Source: an optimization exercise on an open RTL-to-GDS flow (aim: small area and a short achievable clock period). Production flows keep margins and buffers that such runs may drop. Function not checked in this run: the RTL went through the layout flow alone.

==> flow/run.sh <==
#!/bin/bash
# synth_recipe.tcl (not shown) runs the flow's synth.tcl, then flattens the netlist and writes it again
# the make line also repeats each setting of config.mk as NAME=value (left out here)
make -C /OpenROAD-flow-scripts/flow DESIGN_CONFIG=/design/flow/config.mk WORK_HOME=/design/flow/orfs CLKGATE_MAP_FILE= SYNTH_SCRIPT=/design/flow/synth_recipe.tcl finish
==> flow/config.mk <==
export PLATFORM = sky130hd
export DESIGN_NAME = FFT_TOB
export DESIGN_NICKNAME = FFT_TOB
export VERILOG_FILES = /design/flow/design.v
export SDC_FILE = /design/flow/constraint.sdc
export NUM_CORES = 4
export LEC_CHECK = 0
export CAP_MARGIN = 20
export CORE_MARGIN = 2
export CORE_UTILIZATION = 40
export SLEW_MARGIN = 20
==> flow/constraint.sdc <==
create_clock -name core_clock -period 27.0 [get_ports {clk}]
set_input_delay 5.4000 -clock core_clock [delete_from_list [all_inputs] [get_ports {clk}]]
set_output_delay 5.4000 -clock core_clock [all_outputs]
set_load 0.01 [all_outputs]
==> flow/design.v <==
module  MUX2x1_ASYNC #  ( parameter  WIDTH = 16 )
  (
  input    wire signed [WIDTH-1:0]           Input_One   ,
  input    wire signed [WIDTH-1:0]           Input_Two   ,
  input    wire                              Selection   ,
  output   wire        [WIDTH-1:0]           Output_Mux 
  );
assign  Output_Mux  = (Selection) ? Input_One:Input_Two;
endmodule
module  Register_File # ( parameter WIDTH = 16            , 
                                    DEPTH = 8             
                                    )
  (
    input     wire    signed    [WIDTH-1:0]   Input_Re    ,
    input     wire    signed    [WIDTH-1:0]   Input_Im    ,
    input     wire                            clk         ,
    input     wire                            rst         ,
    input     wire                            Enable      ,
    output    wire    signed    [WIDTH-1:0]   Output_Re   ,
    output    wire    signed    [WIDTH-1:0]   Output_Im     
  );
  reg signed  [WIDTH-1:0] reg_re [DEPTH-1:0];
  reg signed  [WIDTH-1:0] reg_im [DEPTH-1:0];
integer I;
assign Output_Re = reg_re [DEPTH-1];
assign Output_Im = reg_im [DEPTH-1];
  always @  ( posedge  clk  or  negedge rst )
  begin
    if(~rst)
      begin
        for (  I = 0  ;  I <  DEPTH ; I = I+1 )
        begin
          reg_re[I] <=  'b0 ;
          reg_im[I] <=  'b0 ;
        end
      end
    else
      begin
        if(Enable)
          begin
            reg_re[0] <=  Input_Re ;
            reg_im[0] <=  Input_Im ;
            for(  I = 1 ; I < DEPTH ; I = I+1  )
            begin
             reg_re[I] <=  reg_re[I-1];
             reg_im[I] <=  reg_im[I-1];
            end
          end
        else
          begin
             for (  I = 0  ;  I <  DEPTH ; I = I+1 )
              begin
                reg_re[I] <=  'b0 ;
                reg_im[I] <=  'b0 ;
             end
          end
      end
  end
endmodule
module Swap # ( parameter WIDTH = 16  )
  (
  input   wire    signed  [ WIDTH-1  : 0 ]    Input_Re        ,
  input   wire    signed  [ WIDTH-1  : 0 ]    Input_Im        ,
  input   wire                                Control_signal  ,
  output  wire    signed  [ WIDTH-1  : 0 ]    Output_Re       ,
  output  wire    signed  [ WIDTH-1  : 0 ]    Output_Im       
  );
  wire    signed  [ WIDTH-1  : 0 ]    input_re_complement       ;  
  wire    signed  [ WIDTH-1  : 0 ]    input_im_complement       ;  
assign input_re_complement  =    Input_Im ;
assign input_im_complement  =    (~Input_Re )+1'b1;
MUX2x1_ASYNC #(.WIDTH(WIDTH)) U5_MUX_Re
(
.Input_One  (input_re_complement)               ,
.Input_Two  (Input_Re)    ,
.Selection  (Control_signal)         ,
.Output_Mux (Output_Re)
);
MUX2x1_ASYNC #(.WIDTH(WIDTH)) U6_MUX_Im
(
.Input_One  (input_im_complement)               ,
.Input_Two  (Input_Im)    ,
.Selection  (Control_signal)         ,
.Output_Mux (Output_Im)
);
endmodule
module Butterfly #    ( parameter         WIDTH    = 16 ,
                                          DEPTH    = 8  
                                          )
  (
  input   wire    signed    [WIDTH-1:0]   Input_Re      ,
  input   wire    signed    [WIDTH-1:0]   Input_Im      ,
  input   wire                            clk           ,
  input   wire                            rst           ,
  input   wire                            ctrl_signal   ,
  input   wire                            cordic_valid  ,
  output  wire    signed    [WIDTH-1:-0]  Output_Re     ,
  output  wire    signed    [WIDTH-1:0]   Output_Im
  );
  wire  signed [WIDTH-1:0]    reg_re_out      ;
  wire  signed [WIDTH-1:0]    reg_im_out      ;
  wire  signed [WIDTH-1:0]    mux_out_one     ; 
  wire  signed [WIDTH-1:0]    mux_out_two     ; 
  wire  signed [WIDTH-1:0]    mux_one_in      ; 
  wire  signed [WIDTH-1:0]    mux_two_in      ; 
  wire  signed [WIDTH-1:0]    mux_three_in    ; 
  wire  signed [WIDTH-1:0]    mux_four_in     ; 
  assign mux_two_in   =  reg_re_out - Input_Re  ;
  assign mux_one_in   =  reg_im_out - Input_Im  ;
  assign mux_three_in =  Input_Im + reg_im_out;
  assign mux_four_in  =  Input_Re + reg_re_out;
  Register_File #(.WIDTH(16),.DEPTH(DEPTH)) U1_REGFILE
(
.Input_Re   (mux_out_two)   ,
.Input_Im   (mux_out_one)   , 
.clk        (clk)           ,
.rst        (rst)           ,
.Output_Re  (reg_re_out)    ,
.Enable     (cordic_valid)  ,
.Output_Im  (reg_im_out)   
);
MUX2x1_ASYNC #(.WIDTH(WIDTH)) U1_MUX 
(
.Input_One  (mux_one_in)      ,
.Input_Two  (Input_Im)        ,
.Selection  (ctrl_signal)     ,
.Output_Mux (mux_out_one)
);
MUX2x1_ASYNC #(.WIDTH(WIDTH)) U2_MUX 
(
.Input_One  (mux_two_in)      ,
.Input_Two  (Input_Re)        ,
.Selection  (ctrl_signal)     ,
.Output_Mux (mux_out_two)
);
MUX2x1_ASYNC #(.WIDTH(WIDTH)) U3_MUX 
(
.Input_One  (mux_three_in)    ,
.Input_Two  (reg_im_out)      ,
.Selection  (ctrl_signal)     ,
.Output_Mux (Output_Im)
);
MUX2x1_ASYNC #(.WIDTH(WIDTH)) U4_MUX 
(
.Input_One  (mux_four_in)    ,
.Input_Two  (reg_re_out)     ,
.Selection  (ctrl_signal)    ,
.Output_Mux (Output_Re)
);  
endmodule
module multiplier #(parameter WIDTH       =16        ,
                              FIXED_POINT =11
                              )
(
  input   wire signed   [WIDTH-1:0]     In_One_Re    ,
  input   wire signed   [WIDTH-1:0]     In_One_Im    ,
  input   wire signed   [WIDTH-1:0]     In_Two_Re    ,
  input   wire signed   [WIDTH-1:0]     In_Two_Im    ,
  input   wire                          clk          ,
  input   wire                          rst          ,
  input   wire                          Enable       ,
  output  reg  signed   [WIDTH-1:0]     Out_Re       ,
  output  reg  signed   [WIDTH-1:0]     Out_Im
  );
  wire  signed [WIDTH-1:0]      subtractor_one;  
  wire  signed [WIDTH-1:0]      subtractor_two;  
  wire  signed [WIDTH-1:0]      add_one       ;  
  wire  signed [(2*WIDTH)-1:0]  multi_one     ;  
  wire  signed [(2*WIDTH)-1:0]  multi_two     ;  
  wire  signed [(2*WIDTH)-1:0]  multi_three   ;  
  wire  signed [2*WIDTH:0]      add_re        ;  
  wire  signed [2*WIDTH:0]      add_im        ;  
assign subtractor_one   =   In_One_Re-In_One_Im;
assign subtractor_two   =   In_Two_Re-In_Two_Im;
assign add_one          =   In_One_Re+In_One_Im;
assign multi_one     =   In_Two_Re  * subtractor_one;
assign multi_two     =   In_One_Im  * subtractor_two;
assign multi_three   =   In_Two_Im  * add_one       ;
assign add_re       =    multi_one   + multi_two      ;
assign add_im       =    multi_three + multi_two      ;
always @ (*)
begin
     if(Enable)
       begin
        Out_Re = add_re[WIDTH+FIXED_POINT-1:FIXED_POINT] ;
        Out_Im = add_im[WIDTH+FIXED_POINT-1:FIXED_POINT] ;
       end
     else
      begin
        Out_Re  =  'b0;
        Out_Im  =  'b0;  
      end
end
endmodule
module  exponential # ( parameter   WIDTH=16 )
  (
  input   wire            Multiplier_Enable   ,
  input   wire            clk                 ,
  input   wire            rst                 ,
  output  reg             mux_selection       ,
  output  reg [WIDTH-1:0] br                  ,
  output  reg [WIDTH-1:0] bi                  
  );
  reg [3:0] counter;
  localparam       [WIDTH-1:0]        w2R = 'b0000010110101000 ,
								                      W2I = 'b1111101001011000 ,
								                     	W4R = 'b0000000000000000 ,
								                     	W4I = 'b1111100000000000 ,
								                     	W6R = 'b1111101001011000 ,
								                     	W6I = 'b1111101001011000 ,
								                     	W1R = 'b0000011101100100 ,
								                     	W1I = 'b1111110011110000 ,
								                     	W3R = 'b0000001100010000 ,
								                     	W3I = 'b1111100010011100 ,
								                     	W9R = 'b1111100010011100 ,
								                     	W9I = 'b0000001100010000 ;
always  @ ( posedge clk or  negedge rst)
begin
   if(!rst)
    begin
      counter <=  'b0;
    end
   else
    begin
      if(Multiplier_Enable)
         begin
          counter <= counter +1'b1;
        end
     else
        begin
         counter <=counter;
        end
    end
end
always @(*)
begin
	if(counter =='d5 || counter == 'd10)
	begin
		br = w2R;
		bi = W2I;
		mux_selection = 'b1;
	end
	else if(counter =='d6)
	begin
		br = W4R;
		bi = W4I;
		mux_selection = 'b1;
	end
	else if (counter =='d7 || counter == 'd14)
	begin
		br = W6R;
		bi = W6I;
		mux_selection = 'b1;
	end
	else if (counter =='d9 )
	begin
		br = W1R;
		bi = W1I;
		mux_selection = 'b1;
	end
	else if (counter =='d11 || counter == 'd13)
	begin
		br = W3R;
		bi = W3I;
		mux_selection = 'b1;
	end
	else if (counter =='d15 )
	begin
		br = W9R;
		bi = W9I;
		mux_selection = 'b1;
	end
	else
	begin
		br = 'b1;
		bi = 'b1;
		mux_selection = 'b0;
	end
end
endmodule
module Control_Unit # ( parameter   WIDTH     = 16  ,
                                    STAGES    = 6   
                                    )
  (
  input   wire                clk                 ,   
  input   wire                rst                 ,
  input   wire                Cordic_Valid        ,
  output  reg                 Multiplier_Enable   ,
  output  reg                 FFT_Valid           ,
  output  wire   [STAGES-1:0] Control_Signal_Out
  );
  reg   [4:0] counter ; 
  wire     c1,c2,c3,c4,c5,c6;
  assign Control_Signal_Out = {c6,c5,c4,c3,c2,c1} ;
  always @(posedge clk or negedge rst)
begin
    if(!rst)
    begin
        FFT_Valid <= 'b0;
        Multiplier_Enable <= 'b0;
    end
    else
    begin
        if(counter == 'd14)
          begin
            FFT_Valid <= 'b1;
          end
        else
          begin
            FFT_Valid <=FFT_Valid;  
          end
        if(counter == 'd11)
        begin
            Multiplier_Enable <= 'b1;
        end
    end
end
always  @ ( posedge clk or  negedge rst)
begin
  if(!rst)
   begin
     counter  <=  'b0;
   end  
  else
    begin
      if(Cordic_Valid)
        begin
          counter <= counter  + 'b1;   
        end
      else
        begin
          counter <=  counter ;
        end
    end
end
assign c6 = counter[0]                                    ;
assign c5= counter[0] &(!counter[1])                      ;
assign c4 = counter[1]                                    ;
assign c3 = counter[2]                                    ;
assign c2 = (~counter[3]&counter[2])                        ; 
assign c1 = counter[3]                                    ;      
endmodule
module FFT_TOB  # ( parameter   DEPTH_BUTTER_ONE    = 8    ,
                                DEPTH_BUTTER_TWO    = 4    ,
                                DEPTH_BUTTER_THREE  = 2    ,
                                DEPTH_BTTER_FOUR    = 1    ,  
                                WIDTH               = 16   ,
                                STAGES              = 6    ,
                                FIXED_POINT         = 11   )
( 
input     wire    signed      [WIDTH-1:0]     Input_re          ,
input     wire    signed      [WIDTH-1:0]     Input_Im          ,
input     wire                                cordic_Valid      ,
input     wire                                clk               ,
input     wire                                rst               ,
output    wire    signed      [WIDTH-1:0]     Output_FFT_Re     ,
output    wire    signed      [WIDTH-1:0]     Output_FFT_Im     ,
output    wire                                Data_Valid    
);
wire   [STAGES-1:0]   control_output        ;
wire                  multiplier_enable     ;
wire                  mux_selection         ;
wire     [WIDTH-1:0]  output_re_stage_one   ;
wire     [WIDTH-1:0]  output_im_stage_one   ;
wire     [WIDTH-1:0]  output_re_stage_two   ;
wire     [WIDTH-1:0]  output_im_stage_two   ;
wire     [WIDTH-1:0]  output_re_stage_three ;
wire     [WIDTH-1:0]  output_im_stage_three ;
wire     [WIDTH-1:0]  output_re_swap_one    ;
wire     [WIDTH-1:0]  output_im_swap_one    ;
wire     [WIDTH-1:0]  output_re_swap_two    ;
wire     [WIDTH-1:0]  output_im_swap_two    ;
wire     [WIDTH-1:0]  output_re_twiddle     ;
wire     [WIDTH-1:0]  output_im_twiddle     ;
wire     [WIDTH-1:0]  output_re_multiplier  ;
wire     [WIDTH-1:0]  output_im_multiplier  ;
wire     [WIDTH-1:0]  output_re_mux         ;
wire     [WIDTH-1:0]  output_im_mux         ;
Control_Unit #(.WIDTH(WIDTH),.STAGES(STAGES)) U1_Control
(
.clk                 (clk)                  ,   
.rst                 (rst)                  ,
.Cordic_Valid        (cordic_Valid)         ,
.Multiplier_Enable   (multiplier_enable)    ,
.FFT_Valid           (Data_Valid)           ,
.Control_Signal_Out  (control_output)
);
Butterfly #(.WIDTH(WIDTH),.DEPTH(DEPTH_BUTTER_ONE)) U1_Butterfly
(
.Input_Re      (Input_re)                   ,
.Input_Im      (Input_Im)                   ,
.clk           (clk)                        ,
.rst           (rst)                        ,
.ctrl_signal   (control_output[0])          ,
.cordic_valid  (cordic_Valid)               ,
.Output_Re     (output_re_stage_one)        ,
.Output_Im     (output_im_stage_one)
);
Swap #(.WIDTH(WIDTH)) U1_Swap
(
.Input_Re         (output_re_stage_one)    ,
.Input_Im         (output_im_stage_one)    ,
.Control_signal   (control_output[1])      ,
.Output_Re        (output_re_swap_one)     ,
.Output_Im        (output_im_swap_one)
);
Butterfly #(.WIDTH(WIDTH),.DEPTH(DEPTH_BUTTER_TWO)) U2_Butterfly
(
.Input_Re      (output_re_swap_one)        ,
.Input_Im      (output_im_swap_one)        ,
.clk           (clk)                       ,
.rst           (rst)                       ,
.ctrl_signal   (control_output[2])         ,
.cordic_valid  (cordic_Valid)              ,
.Output_Re     (output_re_stage_two)       , 
.Output_Im     (output_im_stage_two)
);
exponential #(.WIDTH(WIDTH)) U1_Exponential
(
.Multiplier_Enable   (multiplier_enable)                   ,
.clk                 (clk)                ,
.rst                 (rst)                ,
.mux_selection       (mux_selection)      ,
.br                  (output_re_twiddle)  ,
.bi                  (output_im_twiddle) 
);
multiplier #(.WIDTH(WIDTH),.FIXED_POINT(FIXED_POINT)) U1_Multiplier
(
.In_One_Re   (output_re_stage_two)        ,
.In_One_Im   (output_im_stage_two)        ,
.In_Two_Re   (output_re_twiddle)          ,
.In_Two_Im   (output_im_twiddle)          ,
.clk         (clk)                        ,
.rst         (rst)                        ,
.Enable      (multiplier_enable)          ,
.Out_Re      (output_re_multiplier)       ,
.Out_Im      (output_im_multiplier)
);
MUX2x1_ASYNC #(.WIDTH(WIDTH))  U1_Mux_Re_Multiplier
(
.Input_One  (output_re_multiplier)        ,    
.Input_Two  (output_re_stage_two)         ,
.Selection  (mux_selection)               ,
.Output_Mux (output_re_mux)
);
MUX2x1_ASYNC #(.WIDTH(WIDTH))  U1_Mux_Im_Multiplier
(
.Input_One  (output_im_multiplier)        ,
.Input_Two  (output_im_stage_two)         ,
.Selection  (mux_selection)               ,
.Output_Mux (output_im_mux)
);
Butterfly #(.WIDTH(WIDTH),.DEPTH(DEPTH_BUTTER_THREE)) U3_Butterfly
(
.Input_Re      (output_re_mux)            ,
.Input_Im      (output_im_mux)            ,
.clk           (clk)                      ,
.rst           (rst)                      ,
.ctrl_signal   (control_output[3])        ,
.cordic_valid  (cordic_Valid)             ,
.Output_Re     (output_re_stage_three)    ,
.Output_Im     (output_im_stage_three)
 );
Swap #(.WIDTH(WIDTH)) U2_Swap
(
.Input_Re         (output_re_stage_three) ,
.Input_Im         (output_im_stage_three) ,
.Control_signal   (control_output[4])     ,
.Output_Re        (output_re_swap_two)    ,
.Output_Im        (output_im_swap_two)
);
Butterfly #(.WIDTH(WIDTH),.DEPTH(DEPTH_BTTER_FOUR)) U4_Butterfly
(
.Input_Re      (output_re_swap_two)     ,  
.Input_Im      (output_im_swap_two)     ,
.clk           (clk)                    ,
.rst           (rst)                    ,
.ctrl_signal   (control_output[5])      ,
.cordic_valid  (cordic_Valid)           ,
.Output_Re     (Output_FFT_Re)          ,
.Output_Im     (Output_FFT_Im)
);
endmodule
==> results.json <==
{
  "status": "complete, no violations",
  "die-area_sq_mm": 0.138,
  "end_kind": "primary output",
  "max_cap_violations": 0,
  "layout_commonest_cell": "inv_1",
  "port_buffers": 67,
  "path_common_cell": "fa_1",
  "gp_congestion": 0.971,
  "ios": 68,
  "final_hold_viol_count": 0,
  "r2r_slack_ns": 10.08,
  "fin_area_sq_mm": 0.0650,
  "grt_max_degree": 166,
  "drt_iter0_markers": 2373,
  "seq_area_frac_synth_pct": 22.8,
  "syn_avg_cell_area_sq_um": 9.25,
  "clkLatencyLatePin_ns": 0.68,
  "numCtsBuffers": 55,
  "crit_required_ns": 21.60,
  "clk_pin_slew_ns": 0.06,
  "fp-row-count": 134,
  "crit_fanout": 5,
  "final_cell_mix": "inv_1 (961), buf_4 (706), fa_1 (613)",
  "grt_usage_pct": 22.9,
  "cts-root-buf": "clkbuf_16",
  "cp.arrival_ns": 21.04,
  "period_minus_slack_ns": 26.44,
  "core-area_sq_mm": 0.134,
  "h-tree-depth": 2,
  "finalCoreUtilization_pct": 48.6,
  "synth_edf_count": 0,
  "syn_area_sq_mm": 0.0539,
  "critical_path_class": "in -> out",
  "cp_slowest_stage_delay_ns": 0.56,
  "finalNetCount": 7648,
  "antenna_found_initial": 2,
  "grt_overflow_total": 0,
  "wirelength_microns": 156000,
  "ys_ff_latch": 491,
  "dr.pass1.iters": 5,
  "grt_pass1_wl_microns": 246000,
  "min_path_type": "reg -> reg",
  "fmax_mhz": 37.8,
  "startpoint_type": "primary input",
  "cts_tree": "done",
  "first_global_vias": 43500,
  "dieWidth_microns": 371,
  "setup_viol": 0,
  "routed_via_density": 5.02,
  "final_max_slew_viol_count": 0,
  "postSynthCellCount": 5829,
  "wire_per_inst_microns": 18.9,
  "drc": 0,
  "cts_sinks": 491,
  "place_hpwl_microns": 124000,
  "dieHeight_microns": 371,
  "worstMarginPinSlew_ns": 1.23,
  "drive_above_1_share_pct": 18.3,
  "synthFlopType": "dfrtp_1",
  "tns_ns": 0,
  "syn2layout_area_growth_pct": 20.5,
  "max_slew_margin_pct": 17.1,
  "cp_slowest_cell": "fa_1",
  "finalClockSkew_ns": 0.0660,
  "cts_buffer_depth": 3,
  "initial_utilization_pct": 40.4,
  "dpl_cell_area_sq_mm": 0.0611,
  "ctsHoldBuffers": 0,
  "synthArstFlopShare_pct": 100,
  "routed-via-count": 41500,
  "rsz0062_at_grt": "yes",
  "post-route-period-util_pct": 97.9,
  "ys_warn_count": 15,
  "ys_types": 109,
  "ant_nets": 0,
  "syn_nets": 7022
}
[cells in the mapped netlist, types with 6 or more instances]
cell type / n / area [sq um]
ha_1: 543 / 6790
o22ai_1: 29 / 181
a31oi_1: 6 / 37.5
nand2_1: 347 / 1300
a31o_2: 9 / 78.8
clkbuf_1: 174 / 653
nand3b_1: 15 / 113
fa_1: 615 / 12300
nor2_1: 590 / 2210
o21a_1: 38 / 285
clkinv_1: 9 / 33.8
or2_2: 24 / 150
nand3_1: 37 / 185
a211oi_1: 83 / 623
buf_2: 13 / 65.1
xor2_1: 68 / 596
nor3_1: 45 / 225
a21oi_1: 313 / 1570
a311oi_1: 7 / 61.3
o2111ai_1: 6 / 52.6
o211ai_1: 8 / 60.1
mux2i_1: 61 / 611
dfrtp_1: 491 / 12300
xnor2_1: 297 / 2600
a21boi_0: 10 / 75.1
o31a_1: 10 / 87.6
o21ai_0: 106 / 531
a211o_1: 6 / 52.6
o211a_1: 8 / 80.1
nor4_1: 6 / 37.5
and2_1: 374 / 2340
a21o_1: 40 / 300
o31ai_1: 9 / 67.6
o21bai_1: 115 / 863
and3_1: 8 / 50.1
inv_1: 978 / 3670
nand4_1: 10 / 62.6
mux2_2: 40 / 450
buf_1: 22 / 82.6
or3_1: 21 / 131
o21ai_1: 6 / 30.0
nor2b_1: 44 / 275
nand2b_1: 66 / 413
[flip-flops by register name, indices dropped and copies added, names as in the netlist]
register	cells
U3_Butterfly.U1_REGFILE.reg_im	32
U2_Butterfly.U1_REGFILE.reg_im	64
U4_Butterfly.U1_REGFILE.reg_im	16
U1_Butterfly.U1_REGFILE.reg_im	128
U1_Control.Multiplier_Enable	1
U1_Butterfly.U1_REGFILE.reg_re	128
U3_Butterfly.U1_REGFILE.reg_re	32
U1_Exponential.counter	4
U2_Butterfly.U1_REGFILE.reg_re	64
U4_Butterfly.U1_REGFILE.reg_re	16
U1_Control.counter	5
U1_Control.FFT_Valid	1
[final timing paths]
kind / end / startpoint / depth (start not counted)
max reg2reg: U4_Butterfly.U1_REGFILE.reg_re[0][15]$_DFF_PN0_ / U1_Exponential.counter[0]$_DFFE_PN0P_ / 72
min reg2reg: U2_Butterfly.U1_REGFILE.reg_re[2][12]$_DFF_PN0_ / U2_Butterfly.U1_REGFILE.reg_re[1][12]$_DFF_PN0_ / 1
max: Output_FFT_Re[14] / Input_re[0] / 70
min: U2_Butterfly.U1_REGFILE.reg_re[2][12]$_DFF_PN0_ / U2_Butterfly.U1_REGFILE.reg_re[1][12]$_DFF_PN0_ / 1
max in group asynchronous: U1_Control.counter[0]$_DFFE_PN0P_ / rst / 5
min in group asynchronous: U1_Butterfly.U1_REGFILE.reg_im[0][12]$_DFF_PN0_ / rst / 1
[worst max-delay path: cells and delay by family]
family,cells,cell delay (ns)
adders and majority gates,18,7.28
buffers and inverters,21,2.54
and+or+nand+nor,12,2.14
AOI/OAI and AO/OA,11,2.11
muxes,4,1.14
xor gates and xnor gates,4,0.40
[stage by stage]
step	instances	setup slack [ns]	hold WS, ns
floorplan	5829	0.775	0.434
global placement	8122	-1.01	0.435
detailed placement	8122	-1.16	0.439
CTS	8241	0.00624	0.409
global route	8268	-0.141	0.442
finish	8269	0.559	0.419
[area by class of cell]
type,count,area (sq um)
Multi-Input combinational cell,4134,38600
Fill cell,12600,68700
Antenna cell,1,2.50
Clock buffer,80,1610
Timing Repair Buffer,781,6090
Sequential cell,491,12300
Clock inverter,22,422
Tap cell,1768,2210
Inverter,992,3740
[timing repair]
action	in CTS	in global routing
buffers inserted	17	31
endpoints found under the setup margin	16	16
resized for setup	115	243
pin swaps	34	172
[routing by layer]
layer  part of all wire (%)  up-vias  wire, microns  GRT usage [%]
met4                    3.2        2           5000           6.27
met3                    4.5      226           7040           2.86
met5                 0.0083        -             13              0
li1                       -    19600              -              -
met2                     49      839          75900           39.0
met1                     44    20800          68200           30.5
[logic make-up after synthesis]
| group | after synthesis | synth area share, % |
|---|---|---|
| and+or+nand+nor | 1626 | 14.6 |
| buffers and inverters | 1204 | 8.44 |
| xor gates and xnor gates | 367 | 6.00 |
| muxes | 101 | 1.97 |
| AOI/OAI and AO/OA | 882 | 10.8 |
| DFF | 491 | 22.8 |
| adders and majority gates | 1158 | 35.4 |

-- what the ideal ports hide --
How much do the figures lean on ideal ports? The routed layout below was timed once more, with nothing changed but the port constraints.
Step 1 sets driving cells, clkbuf_16 on the clock port and buf_2 on the other inputs (assumed; they add their load-dependent delay and slew).
Step 2 moves the port delays by t, midway between the first and last clock arrival at a register: inputs arrive t later, outputs are due t later. That takes back most of the time a late clock gives input paths.
a / b / c = no drivers / after step 1 / after step 2; a / b = the first two.
t, ns: 0.711
slack for setup (ns): 0.559 / 0.531 / 0.531
worst setup path at the end: input to output
latest minus earliest clock arrival (ns): 0.067 / 0.067
pins driven straight from the clock port: 1
After both steps this run still meets setup and hold. The setup slack of this run moves by -0.028 ns with the drivers and by -0.028 ns with both steps.
